What follows belongs to an exercise in optimizing a design on an open flow for small area and a short achievable clock period; a production flow would make more cautious choices. RTL that was checked went through simulation tests only; none was proved equivalent to the original. No functional check of the RTL was part of runs 1 and 2. Power figures rest on the tool's default switching activity, not on a simulated workload.

### design/flow/design.v
module hdc1080_readings_to_ascii(
    i_clk, i_srst,
    i_display_temp, i_display_humid,
    i_hygro_op_mode, i_hygro_display_mode,
    o_txt_ascii_line1, o_txt_ascii_line2);
input wire i_clk;
input wire i_srst;
input wire [15:0] i_display_temp;
input wire [15:0] i_display_humid;
input wire [0:0] i_hygro_op_mode;
input wire [2:0] i_hygro_display_mode;
output wire [(16*8-1):0] o_txt_ascii_line1;
output wire [(16*8-1):0] o_txt_ascii_line2;
function automatic [7:0] ascii_of_hdigit(input [3:0] v);
    ascii_of_hdigit = (v < 4'd10) ? {4'h3, v} : (8'h37 + {4'h0, v});
endfunction
function automatic [3:0] dig(input [3:0] a, input [2:0] b);
    dig = a - {b, 1'b0} - {b[0], 3'b000};
endfunction
function automatic [3:0] neg_code(input [4:0] x);
    neg_code = (x == 5'd0 || x == 5'd10) ? 4'd0 : x[3:0] + 4'd6;
endfunction
reg [15:0] r_t;
reg [15:0] r_h;
always @(posedge i_clk) begin
    r_t <= i_display_temp;
    r_h <= i_display_humid;
end
wire [11:0] c_y    = r_t[11:0];
wire [14:0] c_q2   = {c_y, 2'b00} + c_y;                       
wire [13:0] c_q1   = {c_q2[10:0], 2'b00} + c_q2[10:0];         
wire [12:0] c_q0   = {c_q1[9:0], 2'b00} + c_q1[9:0];           
wire [3:0]  c_w2   = c_q2[14:11];
wire [3:0]  c_w1   = c_q1[13:10];
wire [3:0]  c_w0   = c_q0[12:9];
wire        c_pos  = r_t[15] | r_t[14];
wire [3:0]  c_th   = r_t[15:12] - 4'd4;
wire        c_ge10 = (c_th >= 4'd10);
wire        c_k0 = (c_w0 >= 4'd2);
wire [3:0]  c_n0 = c_k0 ? c_w0 - 4'd2 : c_w0 + 4'd8;
wire        c_k1 = c_k0 && (c_w1 == 4'd9);
wire [3:0]  c_n1 = c_k1 ? 4'd0 : c_w1 + {3'b000, c_k0};
wire [4:0]  c_s2 = c_w2 + 5'd6 + c_k1;
wire        c_k2 = (c_s2 >= 5'd10);
wire [3:0]  c_n2 = c_k2 ? c_s2 - 5'd10 : c_s2[3:0];
wire [3:0]  c_d4 = c_pos ? {3'b000, c_ge10} : 4'd8;
wire [3:0]  c_d3 = c_pos ? (c_ge10 ? c_th - 4'd10 : c_th)
                         : (4'd4 + {2'b00, r_t[13:12]} + {3'b000, c_k2});
wire [3:0]  c_d2 = c_pos ? c_w2 : c_n2;
wire [3:0]  c_d1 = c_pos ? c_w1 : c_n1;
wire [3:0]  c_d0 = c_pos ? c_w0 : c_n0;
wire [14:0] f_p1 = {r_t[10:0], 3'b000} + r_t[10:0];            
wire [13:0] f_q1 = {f_p1[10:0], 2'b00} + f_p1[10:0];         
wire [12:0] f_q0 = {f_q1[9:0], 2'b00} + f_q1[9:0];           
wire [3:0]  f_k  = f_p1[14:11];
wire [11:0] f_u;
hdc_bcd9x u_bcd9x (.i_x(r_t[15:11]), .o_bcd(f_u));               
wire [4:0]  f_s2 = f_u[3:0] + f_k;
wire        f_c2 = (f_s2 >= 5'd10);
wire        f_c3 = f_c2 && (f_u[7:4] == 4'd9);
wire [3:0]  f_v4 = f_u[11:8] + {3'b000, f_c3};
wire [3:0]  f_v3 = f_c3 ? 4'd0 : f_u[7:4] + {3'b000, f_c2};
wire [3:0]  f_v2 = f_c2 ? f_s2 - 5'd10 : f_s2[3:0];
wire [3:0]  f_v1 = f_q1[13:10];
wire [3:0]  f_v0 = f_q0[12:9];
wire        f_neg = (f_v4 == 4'd0) && (f_v3 < 4'd4);
wire        f_ge4 = (f_v3 >= 4'd4);
wire [3:0]  f_p4 = f_ge4 ? f_v4 : f_v4 - 4'd1;
wire [3:0]  f_p3d = f_ge4 ? f_v3 - 4'd4 : f_v3 + 4'd6;
wire        f_b0 = (f_v0 != 4'd0);
wire        f_b1 = f_b0 || (f_v1 != 4'd0);
wire        f_b2 = f_b1 || (f_v2 != 4'd0);
wire [3:0]  f_n3 = f_v3 + {3'b000, f_b2} - 4'd4;
wire [3:0]  f_d4 = f_neg ? 4'd0 : f_p4;
wire [3:0]  f_d3 = f_neg ? f_n3 : f_p3d;
wire [3:0]  f_d2 = f_neg ? neg_code(f_v2 + f_b1) : f_v2;
wire [3:0]  f_d1 = f_neg ? neg_code(f_v1 + f_b0) : f_v1;
wire [3:0]  f_d0 = f_neg ? neg_code({1'b0, f_v0}) : f_v0;
wire [18:0] h_q3 = {r_h, 2'b00} + r_h;                       
wire [17:0] h_q2 = {h_q3[14:0], 2'b00} + h_q3[14:0];         
wire [16:0] h_q1 = {h_q2[13:0], 2'b00} + h_q2[13:0];         
wire [15:0] h_q0 = {h_q1[12:0], 2'b00} + h_q1[12:0];         
wire [3:0]  h_d3 = h_q3[18:15];
wire [3:0]  h_d2 = h_q2[17:14];
wire [3:0]  h_d1 = h_q1[16:13];
wire [3:0]  h_d0 = h_q0[15:12];
wire [7:0] s_c7  = (c_d4 == 4'h0) ? 8'h20 : ascii_of_hdigit(c_d4);
wire [7:0] s_c8  = ((c_d4 == 4'h0) && (c_d3 == 4'h0)) ? 8'h20 : ascii_of_hdigit(c_d3);
wire [7:0] s_c9  = ascii_of_hdigit(c_d2);
wire [7:0] s_c11 = ascii_of_hdigit(c_d1);
wire [7:0] s_c12 = ascii_of_hdigit(c_d0);
wire [7:0] s_f7  = (f_d4 == 4'h0) ? 8'h20 : ascii_of_hdigit(f_d4);
wire [7:0] s_f8  = ((f_d4 == 4'h0) && (f_d3 == 4'h0)) ? 8'h20 : ascii_of_hdigit(f_d3);
wire [7:0] s_f9  = ascii_of_hdigit(f_d2);
wire [7:0] s_f11 = ascii_of_hdigit(f_d1);
wire [7:0] s_f12 = ascii_of_hdigit(f_d0);
wire [7:0] s_h8  = (h_d3 == 4'h0) ? 8'h20 : ascii_of_hdigit(h_d3);
wire [7:0] s_h9  = ascii_of_hdigit(h_d2);
wire [7:0] s_h11 = ascii_of_hdigit(h_d1);
wire [7:0] s_h12 = ascii_of_hdigit(h_d0);
reg  [60:0] r_o;
wire [60:0] s_o;
hdc_sel u_sel (
    .i_op(i_hygro_op_mode[0]), .i_dm(i_hygro_display_mode),
    .i_c7(s_c7), .i_c8(s_c8), .i_c9(s_c9), .i_c11(s_c11), .i_c12(s_c12),
    .i_f7(s_f7), .i_f8(s_f8), .i_f9(s_f9), .i_f11(s_f11), .i_f12(s_f12),
    .i_h8(s_h8), .i_h9(s_h9), .i_h11(s_h11), .i_h12(s_h12),
    .o_d(s_o));
always @(posedge i_clk) r_o <= s_o;
assign o_txt_ascii_line1 = {
    1'b0, r_o[39], ~r_o[39], r_o[1], r_o[19], r_o[1], 1'b0, r_o[19],
    1'b0, r_o[39], 1'b1, 1'b0, 1'b0, r_o[39], 1'b0, r_o[1],
    1'b0, r_o[39], 1'b1, 1'b0, r_o[39], r_o[39], 1'b0, r_o[1],
    1'b0, r_o[39], 1'b1, r_o[1], 1'b0, r_o[19], 1'b0, r_o[19],
    1'b0, 1'b0, 1'b1, 1'b0, r_o[19], r_o[19], r_o[19], 1'b0,
    1'b0, 1'b0, 1'b1, r_o[1], r_o[1], 1'b0, r_o[1], 1'b0,
    1'b0, r_o[19], ~r_o[19], r_o[16], 1'b0, r_o[36], 1'b0, r_o[36],
    1'b0, r_o[19], 1'b1, r_o[38], r_o[37], r_o[36], r_o[35], r_o[34],
    1'b0, r_o[33], r_o[32], r_o[31], r_o[30], r_o[29], r_o[28], r_o[27],
    1'b0, r_o[26], r_o[25], r_o[24], r_o[23], r_o[22], r_o[21], r_o[20],
    1'b0, r_o[19], 1'b1, r_o[16], r_o[18], r_o[18], r_o[17], r_o[16],
    1'b0, r_o[15], r_o[14], r_o[13], r_o[12], r_o[11], r_o[10], r_o[9],
    1'b0, ~r_o[8], r_o[8], r_o[7], r_o[6], r_o[5], r_o[4], r_o[3],
    1'b0, 1'b0, 1'b1, r_o[1], 1'b0, 1'b0, 1'b0, 1'b0,
    1'b0, 1'b0, 1'b1, r_o[1], 1'b0, 1'b0, 1'b0, 1'b0,
    1'b0, r_o[1], ~r_o[1], 1'b0, 1'b0, r_o[2], r_o[1], r_o[0]
};
assign o_txt_ascii_line2 = {
    1'b0, r_o[60], ~r_o[40], r_o[36], r_o[40], 1'b0, r_o[36], r_o[19],
    1'b0, r_o[49], 1'b1, r_o[49], 1'b0, r_o[49], r_o[36], r_o[49],
    1'b0, r_o[60], 1'b1, 1'b0, r_o[49], r_o[40], r_o[16], r_o[49],
    1'b0, r_o[60], 1'b1, r_o[19], r_o[40], r_o[19], 1'b0, r_o[59],
    1'b0, r_o[60], 1'b1, r_o[16], 1'b0, r_o[59], r_o[36], r_o[36],
    1'b0, r_o[19], 1'b1, r_o[59], r_o[49], r_o[16], r_o[40], 1'b0,
    1'b0, r_o[16], 1'b1, 1'b0, r_o[16], r_o[16], r_o[16], r_o[16],
    1'b0, r_o[19], 1'b1, r_o[36], r_o[19], r_o[16], r_o[19], 1'b0,
    1'b0, r_o[36], 1'b1, r_o[58], r_o[57], r_o[56], r_o[55], r_o[54],
    1'b0, r_o[36], 1'b1, r_o[49], r_o[53], r_o[52], r_o[51], r_o[50],
    1'b0, r_o[36], 1'b1, 1'b0, r_o[49], r_o[49], r_o[49], r_o[36],
    1'b0, 1'b0, 1'b1, r_o[40], r_o[48], r_o[47], r_o[46], r_o[45],
    1'b0, 1'b0, 1'b1, r_o[40], r_o[44], r_o[43], r_o[42], r_o[41],
    1'b0, 1'b0, 1'b1, r_o[40], 1'b0, 1'b0, 1'b0, 1'b0,
    1'b0, 1'b0, 1'b1, r_o[40], 1'b0, 1'b0, 1'b0, 1'b0,
    1'b0, 1'b0, 1'b1, 1'b0, 1'b0, r_o[40], 1'b0, r_o[40]
};
endmodule
module hdc_sel(
    input  wire       i_op,
    input  wire [2:0] i_dm,
    input  wire [7:0] i_c7, i_c8, i_c9, i_c11, i_c12,
    input  wire [7:0] i_f7, i_f8, i_f9, i_f11, i_f12,
    input  wire [7:0] i_h8, i_h9, i_h11, i_h12,
    output reg  [60:0] o_d);
wire k_noop = ~i_op;
wire k_nd   = i_op & ((i_dm == 3'd0) | (i_dm == 3'd6) | (i_dm == 3'd7));
wire k_m1   = i_op & (i_dm == 3'd1);
wire k_m2   = i_op & (i_dm == 3'd2);
wire k_m3   = i_op & (i_dm == 3'd3);
wire k_m4   = i_op & (i_dm == 3'd4);
wire k_m5   = i_op & (i_dm == 3'd5);
always @* begin
    o_d[0] = (k_m1 | k_m3);
    o_d[1] = (k_m1 | k_m2 | k_m3 | k_m4);
    o_d[2] = (k_m2 | k_m4);
    o_d[3] = ((k_m1 | k_m3) & i_c12[0]) | ((k_m2 | k_m4) & i_f12[0]);
    o_d[4] = ((k_m1 | k_m3) & i_c12[1]) | ((k_m2 | k_m4) & i_f12[1]);
    o_d[5] = ((k_m1 | k_m3) & i_c12[2]) | ((k_m2 | k_m4) & i_f12[2]);
    o_d[6] = ((k_m1 | k_m3) & i_c12[3]) | ((k_m2 | k_m4) & i_f12[3]);
    o_d[7] = ((k_m1 | k_m3) & i_c12[4]) | ((k_m2 | k_m4) & i_f12[4]);
    o_d[8] = (k_noop | k_nd | k_m5) | ((k_m1 | k_m3) & i_c12[5]) | ((k_m2 | k_m4) & i_f12[5]);
    o_d[9] = k_noop | ((k_m1 | k_m3) & i_c11[0]) | ((k_m2 | k_m4) & i_f11[0]);
    o_d[10] = ((k_m1 | k_m3) & i_c11[1]) | ((k_m2 | k_m4) & i_f11[1]);
    o_d[11] = k_noop | ((k_m1 | k_m3) & i_c11[2]) | ((k_m2 | k_m4) & i_f11[2]);
    o_d[12] = ((k_m1 | k_m3) & i_c11[3]) | ((k_m2 | k_m4) & i_f11[3]);
    o_d[13] = ((k_m1 | k_m3) & i_c11[4]) | ((k_m2 | k_m4) & i_f11[4]);
    o_d[14] = (k_noop | k_nd | k_m5) | ((k_m1 | k_m3) & i_c11[5]) | ((k_m2 | k_m4) & i_f11[5]);
    o_d[15] = k_noop | ((k_m1 | k_m3) & i_c11[6]) | ((k_m2 | k_m4) & i_f11[6]);
    o_d[16] = k_nd;
    o_d[17] = (k_nd | k_m1 | k_m2 | k_m3 | k_m4);
    o_d[18] = (k_noop | k_m1 | k_m2 | k_m3 | k_m4);
    o_d[19] = (k_noop | k_nd);
    o_d[20] = k_nd | ((k_m1 | k_m3) & i_c9[0]) | ((k_m2 | k_m4) & i_f9[0]);
    o_d[21] = (k_noop | k_nd) | ((k_m1 | k_m3) & i_c9[1]) | ((k_m2 | k_m4) & i_f9[1]);
    o_d[22] = ((k_m1 | k_m3) & i_c9[2]) | ((k_m2 | k_m4) & i_f9[2]);
    o_d[23] = ((k_m1 | k_m3) & i_c9[3]) | ((k_m2 | k_m4) & i_f9[3]);
    o_d[24] = k_nd | ((k_m1 | k_m3) & i_c9[4]) | ((k_m2 | k_m4) & i_f9[4]);
    o_d[25] = (k_noop | k_nd | k_m5) | ((k_m1 | k_m3) & i_c9[5]) | ((k_m2 | k_m4) & i_f9[5]);
    o_d[26] = (k_noop | k_nd) | ((k_m1 | k_m3) & i_c9[6]) | ((k_m2 | k_m4) & i_f9[6]);
    o_d[27] = (k_noop | k_nd) | ((k_m1 | k_m3) & i_c8[0]) | ((k_m2 | k_m4) & i_f8[0]);
    o_d[28] = ((k_m1 | k_m3) & i_c8[1]) | ((k_m2 | k_m4) & i_f8[1]);
    o_d[29] = k_nd | ((k_m1 | k_m3) & i_c8[2]) | ((k_m2 | k_m4) & i_f8[2]);
    o_d[30] = ((k_m1 | k_m3) & i_c8[3]) | ((k_m2 | k_m4) & i_f8[3]);
    o_d[31] = ((k_m1 | k_m3) & i_c8[4]) | ((k_m2 | k_m4) & i_f8[4]);
    o_d[32] = (k_noop | k_nd | k_m5) | ((k_m1 | k_m3) & i_c8[5]) | ((k_m2 | k_m4) & i_f8[5]);
    o_d[33] = (k_noop | k_nd) | ((k_m1 | k_m3) & i_c8[6]) | ((k_m2 | k_m4) & i_f8[6]);
    o_d[34] = ((k_m1 | k_m3) & i_c7[0]) | ((k_m2 | k_m4) & i_f7[0]);
    o_d[35] = (k_noop | k_nd) | ((k_m1 | k_m3) & i_c7[1]) | ((k_m2 | k_m4) & i_f7[1]);
    o_d[36] = k_noop;
    o_d[37] = k_noop | ((k_m1 | k_m3) & i_c7[3]) | ((k_m2 | k_m4) & i_f7[3]);
    o_d[38] = k_nd | ((k_m1 | k_m3) & i_c7[4]) | ((k_m2 | k_m4) & i_f7[4]);
    o_d[39] = (k_noop | k_nd | k_m1 | k_m2 | k_m3 | k_m4);
    o_d[40] = (k_m1 | k_m2 | k_m5);
    o_d[41] = ((k_m1 | k_m2 | k_m5) & i_h12[0]);
    o_d[42] = ((k_m1 | k_m2 | k_m5) & i_h12[1]);
    o_d[43] = ((k_m1 | k_m2 | k_m5) & i_h12[2]);
    o_d[44] = ((k_m1 | k_m2 | k_m5) & i_h12[3]);
    o_d[45] = ((k_m1 | k_m2 | k_m5) & i_h11[0]);
    o_d[46] = k_noop | ((k_m1 | k_m2 | k_m5) & i_h11[1]);
    o_d[47] = k_noop | ((k_m1 | k_m2 | k_m5) & i_h11[2]);
    o_d[48] = k_noop | ((k_m1 | k_m2 | k_m5) & i_h11[3]);
    o_d[49] = (k_noop | k_m1 | k_m2 | k_m5);
    o_d[50] = ((k_m1 | k_m2 | k_m5) & i_h9[0]);
    o_d[51] = k_noop | ((k_m1 | k_m2 | k_m5) & i_h9[1]);
    o_d[52] = ((k_m1 | k_m2 | k_m5) & i_h9[2]);
    o_d[53] = ((k_m1 | k_m2 | k_m5) & i_h9[3]);
    o_d[54] = k_noop | ((k_m1 | k_m2 | k_m5) & i_h8[0]);
    o_d[55] = k_nd | ((k_m1 | k_m2 | k_m5) & i_h8[1]);
    o_d[56] = (k_noop | k_nd) | ((k_m1 | k_m2 | k_m5) & i_h8[2]);
    o_d[57] = k_nd | ((k_m1 | k_m2 | k_m5) & i_h8[3]);
    o_d[58] = ((k_m1 | k_m2 | k_m5) & i_h8[4]);
    o_d[59] = (k_nd | k_m1 | k_m2 | k_m5);
    o_d[60] = (k_noop | k_nd | k_m1 | k_m2 | k_m5);
end
endmodule
module hdc_bcd9x(input wire [4:0] i_x, output reg [11:0] o_bcd);
always @*
    case (i_x)
        5'd0: o_bcd = 12'h000;
        5'd1: o_bcd = 12'h009;
        5'd2: o_bcd = 12'h018;
        5'd3: o_bcd = 12'h027;
        5'd4: o_bcd = 12'h036;
        5'd5: o_bcd = 12'h045;
        5'd6: o_bcd = 12'h054;
        5'd7: o_bcd = 12'h063;
        5'd8: o_bcd = 12'h072;
        5'd9: o_bcd = 12'h081;
        5'd10: o_bcd = 12'h090;
        5'd11: o_bcd = 12'h099;
        5'd12: o_bcd = 12'h108;
        5'd13: o_bcd = 12'h117;
        5'd14: o_bcd = 12'h126;
        5'd15: o_bcd = 12'h135;
        5'd16: o_bcd = 12'h144;
        5'd17: o_bcd = 12'h153;
        5'd18: o_bcd = 12'h162;
        5'd19: o_bcd = 12'h171;
        5'd20: o_bcd = 12'h180;
        5'd21: o_bcd = 12'h189;
        5'd22: o_bcd = 12'h198;
        5'd23: o_bcd = 12'h207;
        5'd24: o_bcd = 12'h216;
        5'd25: o_bcd = 12'h225;
        5'd26: o_bcd = 12'h234;
        5'd27: o_bcd = 12'h243;
        5'd28: o_bcd = 12'h252;
        5'd29: o_bcd = 12'h261;
        5'd30: o_bcd = 12'h270;
        5'd31: o_bcd = 12'h279;
        default: o_bcd = 12'h000;
    endcase
endmodule
### design/flow/flow/run.sh
#!/bin/bash
# Standard layout (standard.sh, with config.mk's settings) with these changes:
#  - synthesis leaves adders to ABC (no full/half adder cell extraction),
#  - ports are buffered with sky130_fd_sc_hd__buf_1,
#  - repair_timing aims for 12.5 ns of setup slack.
set -euo pipefail
bash standard.sh ADDER_MAP_FILE= 'BUFFER_PORTS_ARGS=-buffer_cell sky130_fd_sc_hd__buf_1' SETUP_SLACK_MARGIN=12.5 finish > standard_flow.log 2>&1
### design/flow/standard.sh
#!/bin/bash
# synth_recipe.tcl (not shown) runs the flow's synth.tcl, then flattens the netlist and writes it again
# the make line also repeats each setting of config.mk as NAME=value (left out here)
make -C /OpenROAD-flow-scripts/flow DESIGN_CONFIG=/design/flow/config.mk WORK_HOME=/design/flow/orfs CLKGATE_MAP_FILE= SYNTH_SCRIPT=/design/flow/synth_recipe.tcl "${@:-finish}"
### design/flow/config.mk
export PLATFORM = sky130hd
export DESIGN_NAME = hdc1080_readings_to_ascii
export DESIGN_NICKNAME = hdc1080_readings_to_ascii
export VERILOG_FILES = /design/flow/design.v
export SDC_FILE = /design/flow/constraint.sdc
export NUM_CORES = 4
export LEC_CHECK = 0
export ABC_AREA = 1
export CAP_MARGIN = 20
export CORE_MARGIN = 2
export CORE_UTILIZATION = 40
export SLEW_MARGIN = 20
export SYNTH_HIERARCHICAL = 1
### design/flow/constraint.sdc
create_clock -name core_clock -period 17.0 [get_ports {i_clk}]
set_input_delay 3.4000 -clock core_clock [delete_from_list [all_inputs] [get_ports {i_clk}]]
set_output_delay 3.4000 -clock core_clock [all_outputs]
set_load 0.01 [all_outputs]
==> flow_summary_export.csv, run 1 <==
group,metric,value,unit
worst_setup_path,crit_chain,"buf_1",
cts,clk_pin_slew,0.08,ns
finish,final-seq-area,1880,um2
worst_setup_path,required,13.60,ns
sta,relSlewSlack,47.3,%
worst_setup_path,crit_path_end_kind,"output pin",
sta,fmax,227,MHz
hold_path,hp-class,"flop to flop",
floorplan,dieArea,27400,um2
worst_setup_path,crit_buf_inv,1,
worst_setup_path,r2r-start,"r_t[7]",
hold_path,hold_start,"r_h[15]",
cts,cts_buffer_depth,2,
route,ant_nets,0,
synth,avgSynthCellArea,5.65,um2
sta,tightest_slew,0.787,ns
worst_setup_path,cp_top_family,"flip-flops",
cts,cts_tree,"yes",
cts,h-tree-depth,3,
cts,clkSinkCount,93,
sta,hold_viol_final,0,
route,wl_met1,11600,um
global_route,grt_max_degree,33,
route,drc_errors,0,
worst_setup_path,slowest_stage,"dfxtp_2",
power_and_ir_drop,p_leak,6.24,nW
place,pre_cts_ws,11.68,ns
cts,post_cts_buffers,0,
worst_setup_path,crit_arrival,1.00,ns
place,place.gp.congestion,0.841,
global_route,grt-ovfl-total,0,
sta,finClkSkew,0.00614,ns
place,port_buffers,183,
sta,final.period_utilization,25.9,%
route,top_layer,"met4",
global_route,grt_usage,17.8,%
power_and_ir_drop,irDropWorstVdd,0.0524,mV
synth,netlist_area,10400,um2
worst_setup_path,start_kind,"flop",
finish,n_fill_cell,2867,
global_route,grt_pass1_wl,39900,um
route,firstDrtPassIters,5,
route,initialDrtViolationCount,438,
sta,period_needed,4.40,ns
floorplan,die_y,165,um
worst_setup_path,cp_max_fo,13,
cts,cts_buffers,9,
floorplan,die_w,165,um
route,dr_total_vias,10227,
hold_path,hold_end,"r_o[57]",
floorplan,initial_core_util,40.3,%
route,wl_met3,1040,um
hold_path,worst_hold_path.num_cells,4,
job,maxCapViolCount,0,
route,wl_met2,11000,um
sta,setup_tns,0,ns
synth,yosysWarnings,9,
floorplan,ios,294,
finish,layout-drive-gt1-share,6.79,%
place,hpwl,19800,um
route,wire_per_inst,10.5,um
sta,setup_viol,0,
worst_setup_path,critPathMaxStageDelay,0.46,ns
finish,antenna_cells,0,
route,via_per_inst,4.49,
cts,post_cts_resized,8,
route,wl,24000,um
worst_setup_path,r2r_setup_slack,13.01,ns
sta,finalMaxSlewViolations,0,
sta,rsz0062_at_grt,"yes",
sta,setup_ws,12.60,ns
cts,hold_buffers,0,
floorplan,coreArea,25800,um2
global_route,antenna_found_initial,0,
worst_setup_path,rr_worst_depth,28,
worst_setup_path,path_class,"flop to output pin",
synth,synthCells,1844,
finish,multi_input_area,6370,um2
cts,root_buffer,"clkbuf_16",
finish,final_nets,1976,
global_route,grt_pass1_vias,8806,
power_and_ir_drop,power.density,111,nW/um2
finish,area_growth_syn_to_layout,2.57,%
outcome,status,"no timing/DRC/antenna violations",
cts,insertion_delay,0.36,ns
worst_setup_path,crit-reg2reg-capture,"r_o[29]",
floorplan,fp-row-count,59,
## power by group
group          switching, mW  internal, mW  leakage [nW]
combinational          0.473         0.235          5.32
clock                  0.110         0.104         0.144
sequential            0.0215         0.243         0.777
## layout by cell type, fill, tap and decap left out, types with 8 or more instances in the layout
cell and n:
inv_2 14, nand4_1 26, conb_1 122, nand3_2 8, nor2_1 142, nand2_1 654
o21ai_0 41, xnor2_1 13, inv_1 257, buf_1 182, dfxtp_1 81, nand2_2 30
nor2_2 12, nand3_1 164, nand3b_1 12, clkbuf_16 9, o21ai_1 10, xor2_1 29
a21oi_1 43, dfxtp_2 10
## through the flow
stage	util (%)	instances	hold WS, ns	total power [mW]	cell area [um2]
6_report	41.4	2278	0.635	1.19	10700
2_1_floorplan	-	1963	0.521	0.878	10900
4_1_cts	41.3	2278	0.631	1.20	10700
3_5_place_dp	40.0	2262	0.608	0.975	10300
3_3_place_gp	40.0	2262	0.607	0.966	10300
5_1_grt	41.4	2278	0.689	1.33	10700
## layout make-up
class | instances | area share (%)
Multi-Input combinational cell | 1377 | 59.6
Sequential cell | 93 | 17.6
Inverter | 274 | 9.62
Timing Repair Buffer | 183 | 6.44
Tap cell | 335 | 3.92
Clock buffer | 9 | 2.11
Clock inverter | 7 | 0.702
## per-layer routing
layer / track usage, % / up-vias
li1: - / 5582
met1: 23.0 / 4383
met2: 31.3 / 239
met3: 2.37 / 23
met4: 4.55 / 0
met5: 0 / -
## flip-flops by register name, indices dropped and copies added (netlist names)
name  count
r_h      16
r_o      61
r_t      16
## worst max path at each step
stage,start,end,cells past startpoint
2_1_floorplan,r_o[19],o_txt_ascii_line1[120],1
3_3_place_gp,i_hygro_op_mode[0],r_o[23],5
3_5_place_dp,i_hygro_op_mode[0],r_o[23],5
4_1_cts,i_hygro_op_mode[0],r_o[23],5
5_1_grt,r_t[4],r_o[20],29
6_report,r_o[36],o_txt_ascii_line2[54],1
==> inputs of run 2 (changes only) <==
==> design/flow/flow/run.sh (replaced) <==
#!/bin/bash
# Standard layout (standard.sh, with config.mk's settings) with these changes:
#  - synthesis leaves adders to ABC (no full/half adder cell extraction),
#  - ports are buffered with sky130_fd_sc_hd__buf_1,
#  - repair_timing aims for 12.8 ns of setup slack.
set -euo pipefail
bash standard.sh ADDER_MAP_FILE= 'BUFFER_PORTS_ARGS=-buffer_cell sky130_fd_sc_hd__buf_1' SETUP_SLACK_MARGIN=12.8 finish > standard_flow.log 2>&1
==> run 2 against run 1 <==
  * Flip-flop and latch count is the same
  * Worst hold slack worse by 0.031 ns
  * Non-clock buffer count up 14
  * Critical path depth is 1 higher
  * Final cell count up 0.79%
  * Synthesized cell count did not move
  * Sequential share of layout area shrank 0.57 points
  * Maximum frequency is 0.14% higher
  * First-iteration DRC count up 20%
  * Clock-buffer cell count is the same
  * Power is 4.0% higher
  * Cell area grew 9.3%
==> flow_summary_export.csv, run 2 <==
group,metric,value,unit
sta,finClkSkew,0.00866,ns
global_route,grt-ovfl-total,0,
worst_setup_path,start_kind,"flop",
route,initialDrtViolationCount,527,
finish,antenna_cells,0,
finish,final-seq-area,1990,um2
sta,relSlewSlack,45.0,%
cts,clkSinkCount,93,
floorplan,die_y,165,um
hold_path,hp-class,"flop to flop",
finish,final_nets,1994,
synth,avgSynthCellArea,5.65,um2
cts,clk_pin_slew,0.08,ns
route,wire_per_inst,11.3,um
finish,largest_reg_flops,61,
sta,setup_viol,0,
worst_setup_path,cp_top_family,"flip-flops",
route,via_per_inst,4.51,
place,hpwl,19900,um
floorplan,coreArea,25800,um2
place,place.gp.congestion,0.851,
synth,yosysWarnings,9,
sta,hold_viol_final,0,
sta,whs,0.604,ns
worst_setup_path,crit_arrival,1.00,ns
route,firstDrtPassIters,5,
finish,area_growth_syn_to_layout,12.1,%
floorplan,fp-row-count,59,
worst_setup_path,rr_worst_depth,30,
finish,n_fill_cell,2766,
floorplan,ios,294,
sta,setup_tns,0,ns
route,dr_total_vias,10349,
worst_setup_path,required,13.60,ns
worst_setup_path,r2r-start,"r_t[7]",
sta,period_needed,4.40,ns
synth,netlist_area,10400,um2
sta,tightest_slew,0.822,ns
synth,synthCells,1844,
finish,mostFrequentLayoutCells,"nand2_1 (649), inv_1 (253), nand3_1 (162)",
cts,root_buffer,"clkbuf_16",
floorplan,dieArea,27400,um2
global_route,grt_usage,17.9,%
power_and_ir_drop,p_leak,6.97,nW
floorplan,initial_core_util,40.3,%
worst_setup_path,slowest_stage,"dfxtp_4",
sta,final.period_utilization,25.9,%
place,port_buffers,183,
cts,cts_buffers,9,
worst_setup_path,cp_max_fo,9,
worst_setup_path,crit_path_end_kind,"output pin",
route,ant_nets,0,
hold_path,hold_end,"r_o[57]",
sta,setup_ws,12.60,ns
cts,hold_buffers,0,
route,wl_met3,1190,um
finish,largest_registers,"r_o (61), r_h (16), r_t (16)",
sta,rsz0062_at_grt,"yes",
finish,multi_input_area,6530,um2
route,wl,25900,um
global_route,grt_pass1_vias,8859,
route,wl_met2,12200,um
global_route,grt_max_degree,33,
outcome,status,"no timing/DRC/antenna violations",
worst_setup_path,r2r_setup_slack,13.23,ns
finish,layout-drive-gt1-share,19.0,%
cts,h-tree-depth,3,
sta,finalMaxSlewViolations,0,
route,drc_errors,0,
finish,layout_commonest_cell,"nand2_1",
global_route,grt_pass1_wl,40400,um
power_and_ir_drop,power.density,106,nW/um2
hold_path,hold_start,"r_h[15]",
cts,cts_tree,"yes",
worst_setup_path,crit_buf_inv,2,
cts,cts_buffer_depth,2,
place,pre_cts_ws,11.61,ns
worst_setup_path,crit-reg2reg-capture,"r_o[9]",
power_and_ir_drop,irDropWorstVdd,0.0580,mV
route,wl_met1,12200,um
cts,insertion_delay,0.36,ns
job,maxCapViolCount,0,
floorplan,die_w,165,um
worst_setup_path,path_class,"flop to output pin",
worst_setup_path,crit_chain,"buf_8, clkbuf_2",
finish,post-route-util,45.2,%
sta,fmax,227,MHz
finish,top_register,"r_o",
route,top_layer,"met4",
worst_setup_path,critPathMaxStageDelay,0.38,ns
global_route,antenna_found_initial,0,
power_and_ir_drop,p_total,1.23,mW
hold_path,worst_hold_path.num_cells,4,
run 2: cell type report:
type / count / area share (%)
Inverter: 274 / 8.85
Sequential cell: 93 / 17.0
Clock inverter: 7 / 0.643
Clock buffer: 9 / 1.93
Multi-Input combinational cell: 1381 / 55.9
Tap cell: 335 / 3.59
Timing Repair Buffer: 197 / 12.0
run 2: repair_timing:
item                                    4_1_cts  5_1_grt
endpoints found under the hold margin         0        0
pin swaps                                     0        9
gates cloned                                  0        4
resized for setup                           235      125
buffers inserted                              0       14
endpoints found under the setup margin      202      197
run 2: per-layer routing:
metal  GRT usage, %  vias to the layer above
met5              0                        -
met1           23.4                     4460
met4           3.68                        0
met2           32.0                      254
met3           1.82                       16
li1               -                     5619
run 2: worst min-delay path, stage by stage, from the launching register on:
cell and delay (ns):
dfxtp_1 0.36, inv_1 0.07, nor2_1 0.05, nand2_1 0.06, nand2_1 0.04
run 2: worst max path at each step:
stage | startpoint | cells past startpoint | end | slack [ns]
2_1_floorplan | i_hygro_display_mode[0] | 7 | r_o[14] | 12.80
3_3_place_gp | i_hygro_op_mode[0] | 5 | r_o[23] | 11.67
3_5_place_dp | i_hygro_op_mode[0] | 5 | r_o[23] | 11.61
4_1_cts | r_o[19] | 1 | o_txt_ascii_line2[67] | 12.61
5_1_grt | r_o[19] | 2 | o_txt_ascii_line1[46] | 12.55
6_report | r_o[19] | 2 | o_txt_ascii_line1[46] | 12.60
run 2: metrics by stage:
stage | cell area [um2] | instances
floorplan | 10900 | 1963
global placement | 10300 | 2262
detailed placement | 10300 | 2262
CTS | 11200 | 2278
global route | 11700 | 2296
finish | 11700 | 2296
run 2: power by group:
part | internal [mW] | total (mW) | switching (mW)
registers | 0.246 | 0.268 | 0.0228
logic | 0.269 | 0.750 | 0.481
clock network | 0.105 | 0.216 | 0.111
==> inputs of run 3 (changes only) <==
--- a/design/flow/design.v
+++ b/design/flow/design.v
@@ -18,4 +18,32 @@
     dig = a - {b, 1'b0} - {b[0], 3'b000};
 endfunction
+function automatic [18:0] x5(input [15:0] x);
+    reg [18:0] a, b;
+    reg c;
+    integer i;
+    begin
+        a = {3'b000, x};
+        b = {1'b0, x, 2'b00};
+        c = 1'b0;
+        for (i = 0; i < 19; i = i + 1) begin
+            x5[i] = a[i] ^ b[i] ^ c;
+            c = (a[i] & b[i]) | (a[i] & c) | (b[i] & c);
+        end
+    end
+endfunction
+function automatic [19:0] x9(input [15:0] x);
+    reg [19:0] a, b;
+    reg c;
+    integer i;
+    begin
+        a = {4'b0000, x};
+        b = {1'b0, x, 3'b000};
+        c = 1'b0;
+        for (i = 0; i < 20; i = i + 1) begin
+            x9[i] = a[i] ^ b[i] ^ c;
+            c = (a[i] & b[i]) | (a[i] & c) | (b[i] & c);
+        end
+    end
+endfunction
 function automatic [3:0] neg_code(input [4:0] x);
     neg_code = (x == 5'd0 || x == 5'd10) ? 4'd0 : x[3:0] + 4'd6;
@@ -28,7 +56,7 @@
 end
 wire [11:0] c_y    = r_t[11:0];
-wire [14:0] c_q2   = {c_y, 2'b00} + c_y;                       
-wire [13:0] c_q1   = {c_q2[10:0], 2'b00} + c_q2[10:0];         
-wire [12:0] c_q0   = {c_q1[9:0], 2'b00} + c_q1[9:0];           
+wire [14:0] c_q2   = x5({4'h0, c_y});                    
+wire [13:0] c_q1   = x5({5'h00, c_q2[10:0]});            
+wire [12:0] c_q0   = x5({6'h00, c_q1[9:0]});             
 wire [3:0]  c_w2   = c_q2[14:11];
 wire [3:0]  c_w1   = c_q1[13:10];
@@ -50,7 +78,7 @@
 wire [3:0]  c_d1 = c_pos ? c_w1 : c_n1;
 wire [3:0]  c_d0 = c_pos ? c_w0 : c_n0;
-wire [14:0] f_p1 = {r_t[10:0], 3'b000} + r_t[10:0];            
-wire [13:0] f_q1 = {f_p1[10:0], 2'b00} + f_p1[10:0];         
-wire [12:0] f_q0 = {f_q1[9:0], 2'b00} + f_q1[9:0];           
+wire [14:0] f_p1 = x9({5'h00, r_t[10:0]});                
+wire [13:0] f_q1 = x5({5'h00, f_p1[10:0]});               
+wire [12:0] f_q0 = x5({6'h00, f_q1[9:0]});                
 wire [3:0]  f_k  = f_p1[14:11];
 wire [11:0] f_u;
@@ -77,8 +105,8 @@
 wire [3:0]  f_d1 = f_neg ? neg_code(f_v1 + f_b0) : f_v1;
 wire [3:0]  f_d0 = f_neg ? neg_code({1'b0, f_v0}) : f_v0;
-wire [18:0] h_q3 = {r_h, 2'b00} + r_h;                       
-wire [17:0] h_q2 = {h_q3[14:0], 2'b00} + h_q3[14:0];         
-wire [16:0] h_q1 = {h_q2[13:0], 2'b00} + h_q2[13:0];         
-wire [15:0] h_q0 = {h_q1[12:0], 2'b00} + h_q1[12:0];         
+wire [18:0] h_q3 = x5(r_h);                               
+wire [17:0] h_q2 = x5({1'b0, h_q3[14:0]});                
+wire [16:0] h_q1 = x5({2'b00, h_q2[13:0]});               
+wire [15:0] h_q0 = x5({3'b000, h_q1[12:0]});              
 wire [3:0]  h_d3 = h_q3[18:15];
 wire [3:0]  h_d2 = h_q2[17:14];
==> design/flow/flow/run.sh (replaced) <==
#!/bin/bash
# Standard layout (standard.sh, with config.mk's settings) with these changes:
#  - synthesis leaves adders to ABC (no full/half adder cell extraction),
#  - ports are buffered with sky130_fd_sc_hd__buf_1,
#  - repair_timing aims for 12.5 ns of setup slack.
set -euo pipefail
bash standard.sh ADDER_MAP_FILE= 'BUFFER_PORTS_ARGS=-buffer_cell sky130_fd_sc_hd__buf_1' SETUP_SLACK_MARGIN=12.5 SKIP_REPAIR_TIE_FANOUT=1 'CTS_BUF_LIST=sky130_fd_sc_hd__clkbuf_4 sky130_fd_sc_hd__clkbuf_8' finish > standard_flow.log 2>&1
==> run 3 against run 2 <==
  * Global-route usage fell by 0.59 points
  * Area after synthesis fell by 11%
  * Flip-flop and latch count did not move
  * Cell area fell by 21%
  * Register-to-register slack got worse by 0.31 ns
  * Wire length fell by 18%
  * Non-clock buffer count fell by 2
  * Combinational power rose by 4.5%
  * Setup slack got worse by 0.018 ns
  * Critical endpoint is now o_txt_ascii_line2[70]
  * Highest routed layer unchanged
==> flow_summary_export.csv, run 3 <==
group,metric,value,unit
outcome,status,"no timing/DRC/antenna violations",
cts,h-tree-depth,3,
sta,setup_viol,0,
worst_setup_path,cp_max_fo,18,
route,drc_errors,0,
cts,clk_pin_slew,0.10,ns
worst_setup_path,required,13.60,ns
synth,yosysWarnings,9,
route,wl,21200,um
route,top_layer,"met4",
finish,largest_reg_flops,61,
worst_setup_path,cp-startpoint,"r_o[19]",
place,port_buffers,183,
sta,hold_viol_final,0,
finish,n_fill_cell,2506,
route,ant_nets,0,
cts,cts_buffers,9,
floorplan,die_y,156,um
worst_setup_path,cp_top_family,"flip-flops",
synth,avgSynthCellArea,5.92,um2
sta,relSlewSlack,46.0,%
floorplan,dieArea,24300,um2
finish,area_growth_syn_to_layout,-0.460,%
finish,antenna_cells,0,
finish,largest_registers,"r_o (61), r_h (16), r_t (16)",
route,dr_total_vias,8379,
global_route,grt_max_degree,90,
finish,top_register,"r_o",
finish,layout-drive-gt1-share,10.4,%
worst_setup_path,crit_buf_inv,1,
hold_path,hp-class,"flop to flop",
sta,rsz0062_at_grt,"yes",
route,firstDrtPassIters,5,
power_and_ir_drop,p_total,1.21,mW
route,wl_met1,9860,um
route,initialDrtViolationCount,431,
worst_setup_path,critPathMaxStageDelay,0.44,ns
cts,clkSinkCount,93,
power_and_ir_drop,power.density,132,nW/um2
synth,synthCells,1561,
hold_path,hold_start,"r_h[15]",
sta,finalMaxSlewViolations,0,
place,hpwl,17100,um
power_and_ir_drop,p_leak,5.08,nW
worst_setup_path,crit_arrival,1.02,ns
floorplan,ios,294,
global_route,grt_pass1_vias,7297,
route,wl_met3,926,um
sta,fmax,226,MHz
floorplan,die_w,156,um
global_route,grt_usage,17.3,%
global_route,antenna_found_initial,0,
sta,setup_tns,0,ns
finish,layout_commonest_cell,"nand2_1",
worst_setup_path,start_kind,"flop",
global_route,grt-ovfl-total,0,
route,via_per_inst,4.55,
global_route,grt_pass1_wl,34100,um
sta,finClkSkew,0.0225,ns
floorplan,coreArea,22600,um2
place,place.gp.congestion,0.858,
floorplan,fp-row-count,55,
route,wire_per_inst,11.5,um
power_and_ir_drop,irDropWorstVdd,0.0863,mV
cts,insertion_delay,0.40,ns
worst_setup_path,path_class,"flop to output pin",
sta,period_needed,4.42,ns
cts,cts_tree,"yes",
worst_setup_path,slowest_stage,"dfxtp_4",
finish,final_nets,1591,
synth,netlist_area,9240,um2
route,wl_met2,9990,um
cts,hold_buffers,0,
sta,final.period_utilization,26.0,%
worst_setup_path,crit_path_end_kind,"output pin",
sta,tightest_slew,0.807,ns
job,maxCapViolCount,0,
cts,root_buffer,"clkbuf_8",
finish,mostFrequentLayoutCells,"nand2_1 (568), inv_1 (210), buf_1 (181)",
worst_setup_path,r2r-start,"r_t[1]",
cts,cts_buffer_depth,2,
floorplan,initial_core_util,40.8,%
worst_setup_path,crit_chain,"buf_1",
## run 3: repair_timing
| item | CTS | global route |
|---|---|---|
| resized for setup | 12 | 44 |
| cloned | 0 | 1 |
| buffers inserted | 0 | 10 |
| setup endpoints to repair | 130 | 72 |
| pin swaps | 0 | 6 |
## run 3: final timing paths
path | endpoint | slack (ns) | cells past startpoint
max reg2reg | r_o[21] | 12.92 | 40
min | r_o[57] | 0.65 | 4
min reg2reg | r_o[57] | 0.65 | 4
max | o_txt_ascii_line2[70] | 12.58 | 1
## run 3: layout make-up
| type | count | area (um2) | share of cell area, % |
|---|---|---|---|
| Tap cell | 285 | 357 | 3.88 |
| Sequential cell | 93 | 1900 | 20.6 |
| Inverter | 223 | 837 | 9.10 |
| Clock buffer | 9 | 124 | 1.35 |
| Clock inverter | 7 | 92.6 | 1.01 |
| Timing Repair Buffer | 195 | 779 | 8.48 |
| Multi-Input combinational cell | 1031 | 5110 | 55.6 |
## run 3: where the power goes
group / internal (mW) / switching, mW
sequential: 0.243 / 0.0183
combinational: 0.271 / 0.513
clock: 0.0718 / 0.0964
## run 3: routing by layer
| layer | vias up | track usage (%) |
|---|---|---|
| met4 | 0 | 5.46 |
| met2 | 183 | 30.3 |
| li1 | 4518 | - |
| met1 | 3650 | 21.5 |
| met5 | - | 0 |
| met3 | 28 | 3.22 |
## run 3: metrics by stage
stage	util, %	instances	area, um2	hold WS, ns	setup WS [ns]
finish	40.6	1843	9200	0.646	12.58
global route	40.6	1843	9200	0.690	12.49
CTS	39.4	1832	8920	0.638	12.51
detailed placement	38.4	1816	8690	0.623	11.63
global placement	38.4	1816	8690	0.608	11.60
floorplan	-	1561	9240	0.543	12.78
==> inputs of run 4 (changes only) <==
==> design/flow/flow/run.sh (replaced) <==
#!/bin/bash
# Standard layout (standard.sh, with config.mk's settings) with these changes:
#  - synthesis leaves adders to ABC (no full/half adder cell extraction),
#  - ports are buffered with sky130_fd_sc_hd__buf_1,
#  - repair_timing aims for 12.5 ns of setup slack.
set -euo pipefail
bash standard.sh ADDER_MAP_FILE= 'BUFFER_PORTS_ARGS=-buffer_cell sky130_fd_sc_hd__buf_1' SETUP_SLACK_MARGIN=12.5 finish > standard_flow.log 2>&1
==> run 4 against run 3 <==
  * Cell area grew 4.7%
  * Setup slack gained 0.010 ns
  * Via count up 1.4%
  * Power increased by 2.6%
  * Still clean
  * Global-route usage decreased by 1.1 points
  * Clock skew is 0.012 ns lower
  * Flip-flop and latch count unchanged
==> flow_summary_export.csv, run 4 <==
group,metric,value,unit
outcome,status,"no timing/DRC/antenna violations",
route,wire_per_inst,10.3,um
finish,multi_input_area,5490,um2
cts,cts_tree,"yes",
worst_setup_path,rr_worst_depth,38,
sta,tightest_slew,0.813,ns
worst_setup_path,crit_chain,"buf_1",
route,via_per_inst,4.34,
finish,largest_reg_flops,61,
global_route,grt_max_degree,33,
floorplan,dieArea,24300,um2
finish,design_area,9620,um2
route,top_layer,"met4",
finish,layout_commonest_cell,"nand2_1",
global_route,grt_pass1_wl,32500,um
sta,whs,0.609,ns
worst_setup_path,cp_top_family,"flip-flops",
route,wl,20200,um
worst_setup_path,start_kind,"flop",
floorplan,initial_core_util,40.8,%
floorplan,coreArea,22600,um2
worst_setup_path,r2r_setup_slack,12.99,ns
finish,antenna_cells,0,
global_route,antenna_found_initial,0,
cts,cts_buffer_depth,2,
sta,rsz0062_at_grt,"no",
sta,period_needed,4.41,ns
route,firstDrtPassIters,5,
sta,setup_tns,0,ns
floorplan,die_y,156,um
sta,hold_viol_final,0,
power_and_ir_drop,p_total,1.24,mW
hold_path,hold_end,"r_o[57]",
place,place.gp.congestion,0.822,
worst_setup_path,crit_buf_inv,1,
worst_setup_path,slowest_stage,"dfxtp_2",
worst_setup_path,cp_max_fo,18,
worst_setup_path,required,13.60,ns
synth,avgSynthCellArea,5.92,um2
floorplan,die_w,156,um
finish,final_nets,1707,
synth,netlist_area,9240,um2
cts,clk_pin_slew,0.07,ns
sta,setup_viol,0,
route,wl_met2,9890,um
place,place_area,9120,um2
finish,post-route-util,42.5,%
worst_setup_path,r2r-start,"r_t[2]",
global_route,grt_pass1_vias,7239,
finish,area_growth_syn_to_layout,4.17,%
floorplan,fp-row-count,55,
sta,finalMaxSlewViolations,0,
route,initialDrtViolationCount,277,
hold_path,hp-class,"flop to flop",
job,maxCapViolCount,0,
route,dr_total_vias,8493,
finish,final-seq-area,1880,um2
route,ant_nets,0,
worst_setup_path,path_class,"flop to output pin",
cts,insertion_delay,0.36,ns
finish,n_fill_cell,2446,
finish,stdcell_count,1959,
power_and_ir_drop,power.density,129,nW/um2
cts,h-tree-depth,3,
synth,yosysWarnings,9,
cts,cts_buffers,9,
worst_setup_path,critPathMaxStageDelay,0.47,ns
route,wl_met1,9320,um
sta,relSlewSlack,45.6,%
finish,largest_registers,"r_o (61), r_h (16), r_t (16)",
hold_path,worst_hold_path.num_cells,4,
worst_setup_path,crit_arrival,1.01,ns
finish,layout-drive-gt1-share,8.42,%
finish,mostFrequentLayoutCells,"nand2_1 (567), inv_1 (210), buf_1 (182)",
cts,clkSinkCount,93,
global_route,grt_usage,16.2,%
worst_setup_path,crit-reg2reg-capture,"r_o[27]",
hold_path,hold_start,"r_h[15]",
route,wl_met3,681,um
sta,fmax,227,MHz
cts,root_buffer,"clkbuf_16",
global_route,grt-ovfl-total,0,
power_and_ir_drop,p_leak,5.48,nW
place,pre_cts_ws,11.92,ns
finish,top_register,"r_o",
worst_setup_path,crit_path_end_kind,"output pin",
sta,finClkSkew,0.0103,ns
sta,setup_ws,12.59,ns
place,dp_cells,1933,
place,hpwl,16300,um
place,port_buffers,183,
sta,final.period_utilization,25.9,%
route,drc_errors,0,
synth,synthCells,1561,
power_and_ir_drop,irDropWorstVdd,0.0781,mV
floorplan,ios,294,
## run 4: cell count changes in the layout (fill, tap and decap cells not counted), sizes merged, moves of 2 or more
cell    before  now
clkinv       1    3
buf        195  191
inv        226  224
conb         3  122
## run 4: worst max path at each step
stage,start,endpoint,depth (start not counted),slack (ns)
after CTS,r_o[49],o_txt_ascii_line2[83],1,12.52
after global placement,i_hygro_op_mode[0],r_o[20],5,11.56
after detailed placement,i_hygro_op_mode[0],r_o[22],5,11.92
final,r_o[19],o_txt_ascii_line2[98],1,12.59
after global routing,r_h[2],r_o[43],35,12.49
after floorplan,r_o[19],o_txt_ascii_line1[120],1,12.78
## run 4: timing repair
item                                   CTS  global route
gates cloned                             0             2
setup endpoints to repair               79            66
endpoints found under the hold margin    0             0
resized for setup                        7            25
buffers inserted                         0             8
pin swaps                                0             4
hold buffers                             0             0
## run 4: per-layer routing
metal / global-route usage, % / vias up
li1: - / 4629
met1: 19.5 / 3669
met2: 29.8 / 172
met3: 2.58 / 23
met4: 4.50 / 0
met5: 0 / -
## run 4: power by group
part | switching [mW] | internal [mW]
sequential | 0.0171 | 0.244
combinational | 0.503 | 0.267
clock | 0.0947 | 0.119
## run 4: area by class of cell
cell class	instances	area share [%]
Multi-Input combinational cell	1151	57.1
Sequential cell	93	19.5
Inverter	223	8.70
Timing Repair Buffer	191	7.77
Tap cell	285	3.71
Clock buffer	10	2.48
Clock inverter	6	0.741
## run 4: worst register-to-register path, delay by kind of cell, from the launching register on
family / cells / cell delay (ns)
flip-flops: 1 / 0.36
buffers and inverters: 2 / 0.23
AND/OR/NAND/NOR: 36 / 3.30
==> inputs of run 5 (changes only) <==
==> design/flow/flow/run.sh (replaced) <==
#!/bin/bash
# Standard layout (standard.sh, with config.mk's settings) with these changes:
#  - synthesis leaves adders to ABC (no full/half adder cell extraction),
#  - ports are buffered with sky130_fd_sc_hd__buf_1,
#  - constant outputs share one tie cell per value,
#  - repair_timing aims for 12.5 ns of setup slack.
set -euo pipefail
bash standard.sh ADDER_MAP_FILE= 'BUFFER_PORTS_ARGS=-buffer_cell sky130_fd_sc_hd__buf_1' SETUP_SLACK_MARGIN=12.5 SKIP_REPAIR_TIE_FANOUT=1 finish > standard_flow.log 2>&1
--- a/design/flow/config.mk
+++ b/design/flow/config.mk
@@ -9,5 +9,5 @@
 export CAP_MARGIN = 20
 export CORE_MARGIN = 2
-export CORE_UTILIZATION = 40
+export CORE_UTILIZATION = 65
 export SLEW_MARGIN = 20
 export SYNTH_HIERARCHICAL = 1
==> run 5 against run 4 <==
  * Sequential share of layout area rose by 1.4 points
  * Register-to-register slack got worse by 0.17 ns
  * Die area fell by 38%
  * Synthesized cell count did not move
  * Clock power barely moved
  * First-iteration DRC count rose by 62%
  * Wire length rose by 7.1%
  * Area after synthesis did not move
  * Final cell count fell by 11%
  * Non-clock buffer count rose by 2
  * Utilization rose by 23 points
  * Critical path type unchanged
  * Highest routed layer unchanged
==> flow_summary_export.csv, run 5 <==
group,metric,value,unit
route,wire_per_inst,12.5,um
finish,final-seq-area,1890,um2
worst_setup_path,start_kind,"flop",
place,place.gp.congestion,0.920,
finish,stdcell_count,1736,
power_and_ir_drop,power.density,139,nW/um2
floorplan,initial_core_util,66.6,%
floorplan,dieArea,15200,um2
sta,hold_viol_final,0,
global_route,grt_pass1_vias,7357,
cts,root_buffer,"clkbuf_16",
cts,cts_buffer_depth,2,
synth,netlist_area,9240,um2
place,pre_cts_ws,11.86,ns
finish,top_register,"r_o",
global_route,grt-ovfl-total,0,
cts,clk_pin_slew,0.07,ns
route,dr_total_vias,8575,
finish,layout-drive-gt1-share,9.06,%
finish,area_growth_syn_to_layout,-2.07,%
floorplan,die_y,123,um
cts,cts_tree,"yes",
sta,whs,0.633,ns
floorplan,ios,294,
worst_setup_path,required,13.60,ns
worst_setup_path,crit_chain,"buf_2",
finish,multi_input_area,5010,um2
sta,finalMaxSlewViolations,0,
sta,final.period_utilization,26.1,%
cts,cts_buffers,9,
place,port_buffers,183,
hold_path,hp-class,"flop to flop",
global_route,grt_pass1_wl,33500,um
finish,layout_commonest_cell,"nand2_1",
route,firstDrtPassIters,6,
finish,final_nets,1589,
finish,largest_reg_flops,61,
worst_setup_path,cp_top_family,"flip-flops",
route,initialDrtViolationCount,448,
synth,synthCells,1561,
sta,period_needed,4.44,ns
outcome,status,"no timing/DRC/antenna violations",
route,wl,21700,um
cts,insertion_delay,0.37,ns
power_and_ir_drop,p_leak,5.10,nW
global_route,grt_usage,28.4,%
sta,finClkSkew,0.0107,ns
sta,setup_ws,12.56,ns
place,dp_cells,1710,
finish,n_fill_cell,1387,
worst_setup_path,path_class,"flop to output pin",
cts,h-tree-depth,3,
job,maxCapViolCount,0,
place,hpwl,17200,um
power_and_ir_drop,irDropWorstVdd,0.102,mV
floorplan,coreArea,13900,um2
sta,setup_tns,0,ns
global_route,antenna_found_initial,0,
sta,relSlewSlack,33.7,%
global_route,grt_max_degree,90,
synth,avgSynthCellArea,5.92,um2
worst_setup_path,critPathMaxStageDelay,0.45,ns
floorplan,die_w,123,um
floorplan,fp-row-count,43,
worst_setup_path,slowest_stage,"dfxtp_2",
sta,setup_viol,0,
worst_setup_path,cp_max_fo,11,
worst_setup_path,crit_buf_inv,1,
route,drc_errors,0,
finish,largest_registers,"r_o (61), r_h (16), r_t (16)",
cts,clkSinkCount,93,
worst_setup_path,crit_arrival,1.04,ns
sta,rsz0062_at_grt,"no",
sta,fmax,225,MHz
synth,yosysWarnings,9,
worst_setup_path,crit_path_end_kind,"output pin",
route,ant_nets,0,
route,via_per_inst,4.94,
finish,mostFrequentLayoutCells,"nand2_1 (566), inv_1 (210), buf_1 (179)",
finish,antenna_cells,0,
sta,tightest_slew,0.986,ns
[run 5: final timing paths]
kind,from,slack (ns),to,depth (start not counted)
hold / removal,r_h[15],0.63,r_o[57],4
hold reg to reg,r_h[15],0.63,r_o[57],4
setup / recovery,r_o[49],12.56,o_txt_ascii_line2[83],1
setup reg to reg,r_t[14],12.82,r_o[20],21
[run 5: cell type report]
class | count | area share [%]
clock buffers | 10 | 2.64
clock inverters | 6 | 0.761
inverters | 223 | 9.25
multi-input cells | 1031 | 55.4
flip-flops and latches | 93 | 20.9
well taps | 180 | 2.49
repair buffers | 193 | 8.56
[run 5: through the flow]
step	utilization (%)	power, mW	instance area, um2
5_1_grt	65.2	1.40	9050
6_report	65.2	1.25	9050
3_5_place_dp	61.6	1.03	8560
4_1_cts	64.1	1.24	8890
2_1_floorplan	-	0.923	9240
3_3_place_gp	61.5	1.02	8540
[run 5: where the power goes]
part           internal (mW)  switching, mW
sequential             0.244         0.0194
combinational          0.266          0.512
clock                  0.119         0.0938
[run 5: tightest hold or removal path, cell delays in order, from the launching register on]
cell and delay (ns):
dfxtp_1 0.35, inv_1 0.07, nor2_1 0.06, nand2_1 0.06
nand2_1 0.05
[run 5: repair_timing]
item / CTS / global route
gates resized for setup: 14 / 21
cloned: 0 / 1
pin swaps: 0 / 3
hold endpoints to repair: 0 / 0
buffers inserted: 0 / 9
hold buffers: 0 / 0
endpoints found under the setup margin: 119 / 53
[run 5: per-layer routing]
layer / share of wire [%] / track usage [%] / routed length (um) / vias to the layer above
met2: 47 / 49.6 / 10200 / 280
met4: 2.5 / 9.94 / 539 / 0
met5: 0 / 0 / 0 / -
li1: - / - / - / 4515
met3: 6.7 / 4.61 / 1460 / 29
met1: 44 / 35.1 / 9490 / 3751
==> inputs of run 6 (changes only) <==
--- a/design/flow/config.mk
+++ b/design/flow/config.mk
@@ -9,5 +9,5 @@
 export CAP_MARGIN = 20
 export CORE_MARGIN = 2
-export CORE_UTILIZATION = 65
+export CORE_UTILIZATION = 40
 export SLEW_MARGIN = 20
 export SYNTH_HIERARCHICAL = 1
==> run 6 against run 5 <==
  * Still clean
  * Utilization down 24 points
  * Combinational power up 0.6%
  * Register-to-register slack better by 0.11 ns
  * Synthesized cell count unchanged
  * Area after synthesis unchanged
  * Clock skew up 0.0026 ns
  * First-iteration DRC count down 12%
  * Die area up 60%
  * Critical path type unchanged
  * Largest cell class unchanged
==> flow_summary_export.csv, run 6 <==
group,metric,value,unit
sta,tightest_slew,0.803,ns
cts,clk_pin_slew,0.07,ns
finish,final_nets,1591,
sta,fmax,227,MHz
finish,antenna_cells,0,
job,maxCapViolCount,0,
place,pre_cts_ws,11.63,ns
route,wire_per_inst,11.5,um
route,via_per_inst,4.55,
synth,yosysWarnings,9,
sta,finalMaxSlewViolations,0,
floorplan,ios,294,
power_and_ir_drop,power.density,136,nW/um2
global_route,grt_pass1_vias,7275,
power_and_ir_drop,p_leak,5.13,nW
finish,stdcell_count,1843,
sta,period_needed,4.41,ns
sta,rsz0062_at_grt,"yes",
floorplan,initial_core_util,40.8,%
finish,mostFrequentLayoutCells,"nand2_1 (568), inv_1 (210), buf_1 (181)",
worst_setup_path,crit_buf_inv,1,
place,port_buffers,183,
finish,final-seq-area,1880,um2
global_route,grt-ovfl-total,0,
power_and_ir_drop,p_total,1.26,mW
cts,insertion_delay,0.36,ns
synth,avgSynthCellArea,5.92,um2
route,dr_total_vias,8381,
floorplan,coreArea,22600,um2
worst_setup_path,crit_arrival,1.01,ns
worst_setup_path,critPathMaxStageDelay,0.44,ns
cts,cts_buffers,9,
worst_setup_path,cp_max_fo,11,
finish,layout_commonest_cell,"nand2_1",
worst_setup_path,crit_chain,"buf_1",
place,hpwl,17100,um
sta,relSlewSlack,46.3,%
finish,largest_reg_flops,61,
route,firstDrtPassIters,5,
floorplan,dieArea,24300,um2
route,ant_nets,0,
worst_setup_path,crit_path_end_kind,"output pin",
route,drc_errors,0,
worst_setup_path,required,13.60,ns
synth,synthCells,1561,
synth,netlist_area,9240,um2
finish,multi_input_area,5110,um2
place,dp_cells,1816,
power_and_ir_drop,irDropWorstVdd,0.0915,mV
cts,cts_tree,"yes",
cts,root_buffer,"clkbuf_16",
cts,h-tree-depth,3,
cts,cts_buffer_depth,2,
place,place.gp.congestion,0.858,
cts,hold_buffers,0,
finish,area_growth_syn_to_layout,0.528,%
sta,setup_viol,0,
global_route,grt_usage,17.3,%
sta,setup_tns,0,ns
outcome,status,"no timing/DRC/antenna violations",
sta,final.period_utilization,25.9,%
worst_setup_path,cp_top_family,"flip-flops",
finish,top_register,"r_o",
worst_setup_path,path_class,"flop to output pin",
global_route,grt_pass1_wl,34100,um
finish,layout-drive-gt1-share,10.3,%
worst_setup_path,start_kind,"flop",
sta,hold_viol_final,0,
route,wl,21200,um
hold_path,hp-class,"flop to flop",
finish,n_fill_cell,2492,
sta,setup_ws,12.59,ns
finish,largest_registers,"r_o (61), r_h (16), r_t (16)",
sta,finClkSkew,0.0133,ns
floorplan,die_w,156,um
global_route,grt_max_degree,90,
global_route,antenna_found_initial,0,
worst_setup_path,slowest_stage,"dfxtp_2",
route,initialDrtViolationCount,396,
cts,clkSinkCount,93,
floorplan,fp-row-count,55,
floorplan,die_y,156,um
run 6: final cells by class:
| cell class | instances | share of cell area (%) |
|---|---|---|
| Clock buffer | 9 | 2.42 |
| Clock inverter | 7 | 0.997 |
| Inverter | 223 | 9.01 |
| Multi-Input combinational cell | 1031 | 55.1 |
| Sequential cell | 93 | 20.3 |
| Tap cell | 285 | 3.84 |
| Timing Repair Buffer | 195 | 8.39 |
run 6: final timing paths:
path              cells past startpoint  slack (ns)                      to     from
setup / recovery                      1       12.59  o_txt_ascii_line2[104]  r_o[49]
hold / removal                        4        0.64                 r_o[57]  r_h[15]
setup reg to reg                     40       12.93                 r_o[21]   r_t[1]
hold reg to reg                       4        0.64                 r_o[57]  r_h[15]
run 6: per-layer routing:
layer	routed length [um]	track usage (%)	share of wire, %	vias to the layer above
met5	0	0	0	-
met4	525	6.51	2.5	0
met3	861	2.47	4.1	28
met2	9930	30.3	47	195
met1	9850	21.6	47	3641
li1	-	-	-	4517
run 6: per-stage QoR:
step | util, % | hold WS (ns) | instance area (um2)
final | 41.0 | 0.643 | 9290
after global routing | 41.0 | 0.690 | 9290
after CTS | 39.8 | 0.637 | 9020
after detailed placement | 38.4 | 0.623 | 8690
after global placement | 38.4 | 0.608 | 8690
after floorplan | - | 0.543 | 9240
run 6: where the power goes:
| part | switching [mW] | internal, mW |
|---|---|---|
| Combinational | 0.513 | 0.271 |
| Clock | 0.101 | 0.118 |
| Sequential | 0.0184 | 0.244 |
run 6: what timing repair did:
item | in CTS | in global routing
endpoints found under the hold margin | 0 | 0
pin swaps | 0 | 7
endpoints found under the setup margin | 104 | 55
buffers inserted | 0 | 10
gates cloned | 0 | 1
resized for setup | 9 | 42
==> inputs of run 7 (changes only) <==
==> design/flow/flow/run.sh (replaced) <==
#!/bin/bash
# Standard layout (standard.sh, with config.mk's settings) with these changes:
#  - synthesis leaves adders to ABC (no full/half adder cell extraction),
#  - ports are buffered with sky130_fd_sc_hd__buf_1,
#  - constant outputs share one tie cell per value,
#  - the clock tree uses sky130_fd_sc_hd__clkbuf_8,
#  - repair_timing aims for 12.5 ns of setup slack.
set -euo pipefail
bash standard.sh ADDER_MAP_FILE= 'BUFFER_PORTS_ARGS=-buffer_cell sky130_fd_sc_hd__buf_1' SETUP_SLACK_MARGIN=12.5 SKIP_REPAIR_TIE_FANOUT=1 CTS_BUF_LIST=sky130_fd_sc_hd__clkbuf_8 finish > standard_flow.log 2>&1
--- a/design/flow/config.mk
+++ b/design/flow/config.mk
@@ -9,5 +9,5 @@
 export CAP_MARGIN = 20
 export CORE_MARGIN = 2
-export CORE_UTILIZATION = 40
+export CORE_UTILIZATION = 65
 export SLEW_MARGIN = 20
 export SYNTH_HIERARCHICAL = 1
==> run 7 against run 6 <==
  * Power fell by 5.2%
  * Die area down 38%
  * Largest power group unchanged
  * Clock power decreased by 28%
  * Combinational power decreased by 0.8%
  * Global-route usage is 11 points higher
  * Flip-flop and latch count unchanged
  * Worst hold slack got worse by 0.010 ns
  * Final cell count is 5.7% lower
  * Sequential power is essentially flat
  * Via count increased by 1.9%
==> flow_summary_export.csv, run 7 <==
group,metric,value,unit
floorplan,fp-row-count,43,
finish,area_growth_syn_to_layout,-2.86,%
cts,insertion_delay,0.40,ns
floorplan,dieArea,15200,um2
finish,layout-drive-gt1-share,9.25,%
worst_setup_path,crit-reg2reg-capture,"r_o[33]",
synth,yosysWarnings,9,
place,pre_cts_ws,11.86,ns
route,wl,21500,um
finish,final_nets,1590,
worst_setup_path,cp_max_fo,11,
outcome,status,"no timing/DRC/antenna violations",
finish,final-seq-area,1890,um2
hold_path,hp-class,"flop to flop",
sta,rsz0062_at_grt,"yes",
worst_setup_path,crit_buf_inv,1,
cts,root_buffer,"clkbuf_8",
place,port_buffers,183,
finish,mostFrequentLayoutCells,"nand2_1 (566), inv_1 (210), buf_1 (178)",
global_route,grtUsageMet1,35.1,%
worst_setup_path,required,13.60,ns
global_route,grt-ovfl-total,0,
route,drc_errors,0,
job,maxCapViolCount,0,
sta,hold_viol_final,0,
floorplan,ios,294,
power_and_ir_drop,p_leak,5.07,nW
synth,synthCells,1561,
route,initialDrtViolationCount,427,
worst_setup_path,crit_path_end_kind,"output pin",
worst_setup_path,endpoint,"o_txt_ascii_line2[28]",
global_route,grtUsageMet3,5.26,%
place,hpwl,17200,um
finish,multi_input_area,5010,um2
finish,top_register,"r_o",
cts,cts_tree,"yes",
floorplan,initial_core_util,66.6,%
sta,setup_viol,0,
worst_setup_path,start_kind,"flop",
sta,final.period_utilization,26.3,%
global_route,grt_pass1_vias,7281,
floorplan,die_y,123,um
global_route,antenna_found_initial,1,
worst_setup_path,r2r_setup_slack,12.84,ns
route,via_per_inst,4.91,
power_and_ir_drop,irDropWorstVdd,0.104,mV
finish,largest_reg_flops,61,
worst_setup_path,path_class,"flop to output pin",
worst_setup_path,crit_arrival,1.06,ns
global_route,grt_pass1_wl,33100,um
finish,layout_commonest_cell,"nand2_1",
worst_setup_path,rr_worst_depth,21,
cts,cts_buffers,9,
worst_setup_path,r2r-start,"r_t[14]",
place,place.gp.congestion,0.920,
route,firstDrtPassIters,4,
sta,finClkSkew,0.0190,ns
sta,setup_ws,12.54,ns
sta,setup_tns,0,ns
route,ant_nets,0,
sta,tightest_slew,1.02,ns
worst_setup_path,slowest_stage,"dfxtp_4",
sta,fmax,224,MHz
power_and_ir_drop,power.density,134,nW/um2
worst_setup_path,crit_cells,1,
global_route,gr-usage-met2,48.6,%
floorplan,die_w,123,um
cts,cts_buffer_depth,2,
worst_setup_path,critPathMaxStageDelay,0.46,ns
cts,h-tree-depth,3,
cts,clk_pin_slew,0.10,ns
synth,netlist_area,9240,um2
floorplan,coreArea,13900,um2
worst_setup_path,cp_top_family,"flip-flops",
global_route,grt_busiest_layer,"met2",
route,wire_per_inst,12.3,um
synth,avgSynthCellArea,5.92,um2
sta,period_needed,4.46,ns
global_route,grt_max_degree,90,
finish,largest_registers,"r_o (61), r_h (16), r_t (16)",
route,dr_total_vias,8542,
worst_setup_path,crit_chain,"buf_1",
sta,relSlewSlack,31.2,%
global_route,grt_usage,28.0,%
sta,finalMaxSlewViolations,0,
cts,clkSinkCount,93,
finish,n_fill_cell,1412,
worst_setup_path,cp-startpoint,"r_o[40]",
## run 7: cell count changes in the layout (fill, tap and decap cells not counted), moves of 5 or more
cell	previous run	this run
clkbuf_16	9	0
clkbuf_8	0	10
dfxtp_2	11	5
dfxtp_4	2	7
xor2_1	37	48
xor2_2	16	5
## run 7: worst reg2reg max path, cell delays in order, from the launching register on
cell     delay (ns)
dfxtp_1        0.75
inv_1          0.16
nand2_1        0.14
nand2_1        0.06
nor2_1         0.07
o21ai_0        0.08
nand2_1        0.22
inv_1          0.10
nor4_1         0.84
nand3_2        0.20
nand2_1        0.12
nand2_2        0.12
nor2_8         0.14
nand3_2        0.14
nor2_4         0.23
nand2_1        0.08
nand2_1        0.13
nand2_1        0.10
inv_2          0.09
nor2_4         0.05
nand2_1        0.06
nand3_1        0.14
## run 7: where the power goes
part / switching [mW] / internal [mW] / leakage [nW]
Combinational: 0.512 / 0.265 / 4.19
Clock: 0.0861 / 0.0730 / 0.103
Sequential: 0.0192 / 0.244 / 0.779
Total: 0.617 / 0.582 / 5.07
## run 7: how the worst min path moves through the flow
stage              end    start  depth (start not counted)
2_1_floorplan  r_o[57]  r_h[15]                          4
3_3_place_gp   r_o[57]  r_h[15]                          4
3_5_place_dp   r_o[57]  r_h[15]                          4
4_1_cts        r_o[57]  r_h[15]                          4
5_1_grt        r_o[57]  r_h[15]                          4
6_report       r_o[57]  r_h[15]                          4
## run 7: area by class of cell
cell class / instances / area share [%]
repair buffers: 194 / 8.87
flip-flops and latches: 93 / 21.1
clock buffers: 10 / 1.53
clock inverters: 6 / 0.767
well taps: 180 / 2.51
multi-input cells: 1031 / 55.9
diodes: 1 / 0.0279
inverters: 223 / 9.33
## run 7: what timing repair did
action	CTS	global route
gates cloned	0	1
pin swaps	0	4
setup buffers	0	10
gates resized for setup	16	24
hold buffers	0	0
endpoints found under the setup margin	110	74
## run 7: through the flow
step | cells | instance area, um2 | hold slack (ns) | power (mW) | util (%)
after floorplan | 1561 | 9240 | 0.543 | 0.923 | -
after global placement | 1709 | 8540 | 0.604 | 1.02 | 61.5
after detailed placement | 1710 | 8560 | 0.611 | 1.03 | 61.6
after CTS | 1726 | 8790 | 0.626 | 1.19 | 63.3
after global routing | 1738 | 8970 | 0.703 | 1.34 | 64.7
final | 1738 | 8970 | 0.633 | 1.20 | 64.7
## run 7: routing by layer
layer | vias to the layer above | share of wire [%]
met5 | - | 0
met4 | 0 | 2.4
met3 | 27 | 5.8
met2 | 261 | 47
met1 | 3730 | 45
li1 | 4524 | -

Re-timed with assumed drivers on the ports (clkbuf_16 on the clock, buf_2 on other inputs), run 7 has 12.497 ns of setup slack against 12.536 ns with ideal ports, and 12.219 ns once port delays also move by the mid clock arrival of 0.425 ns.
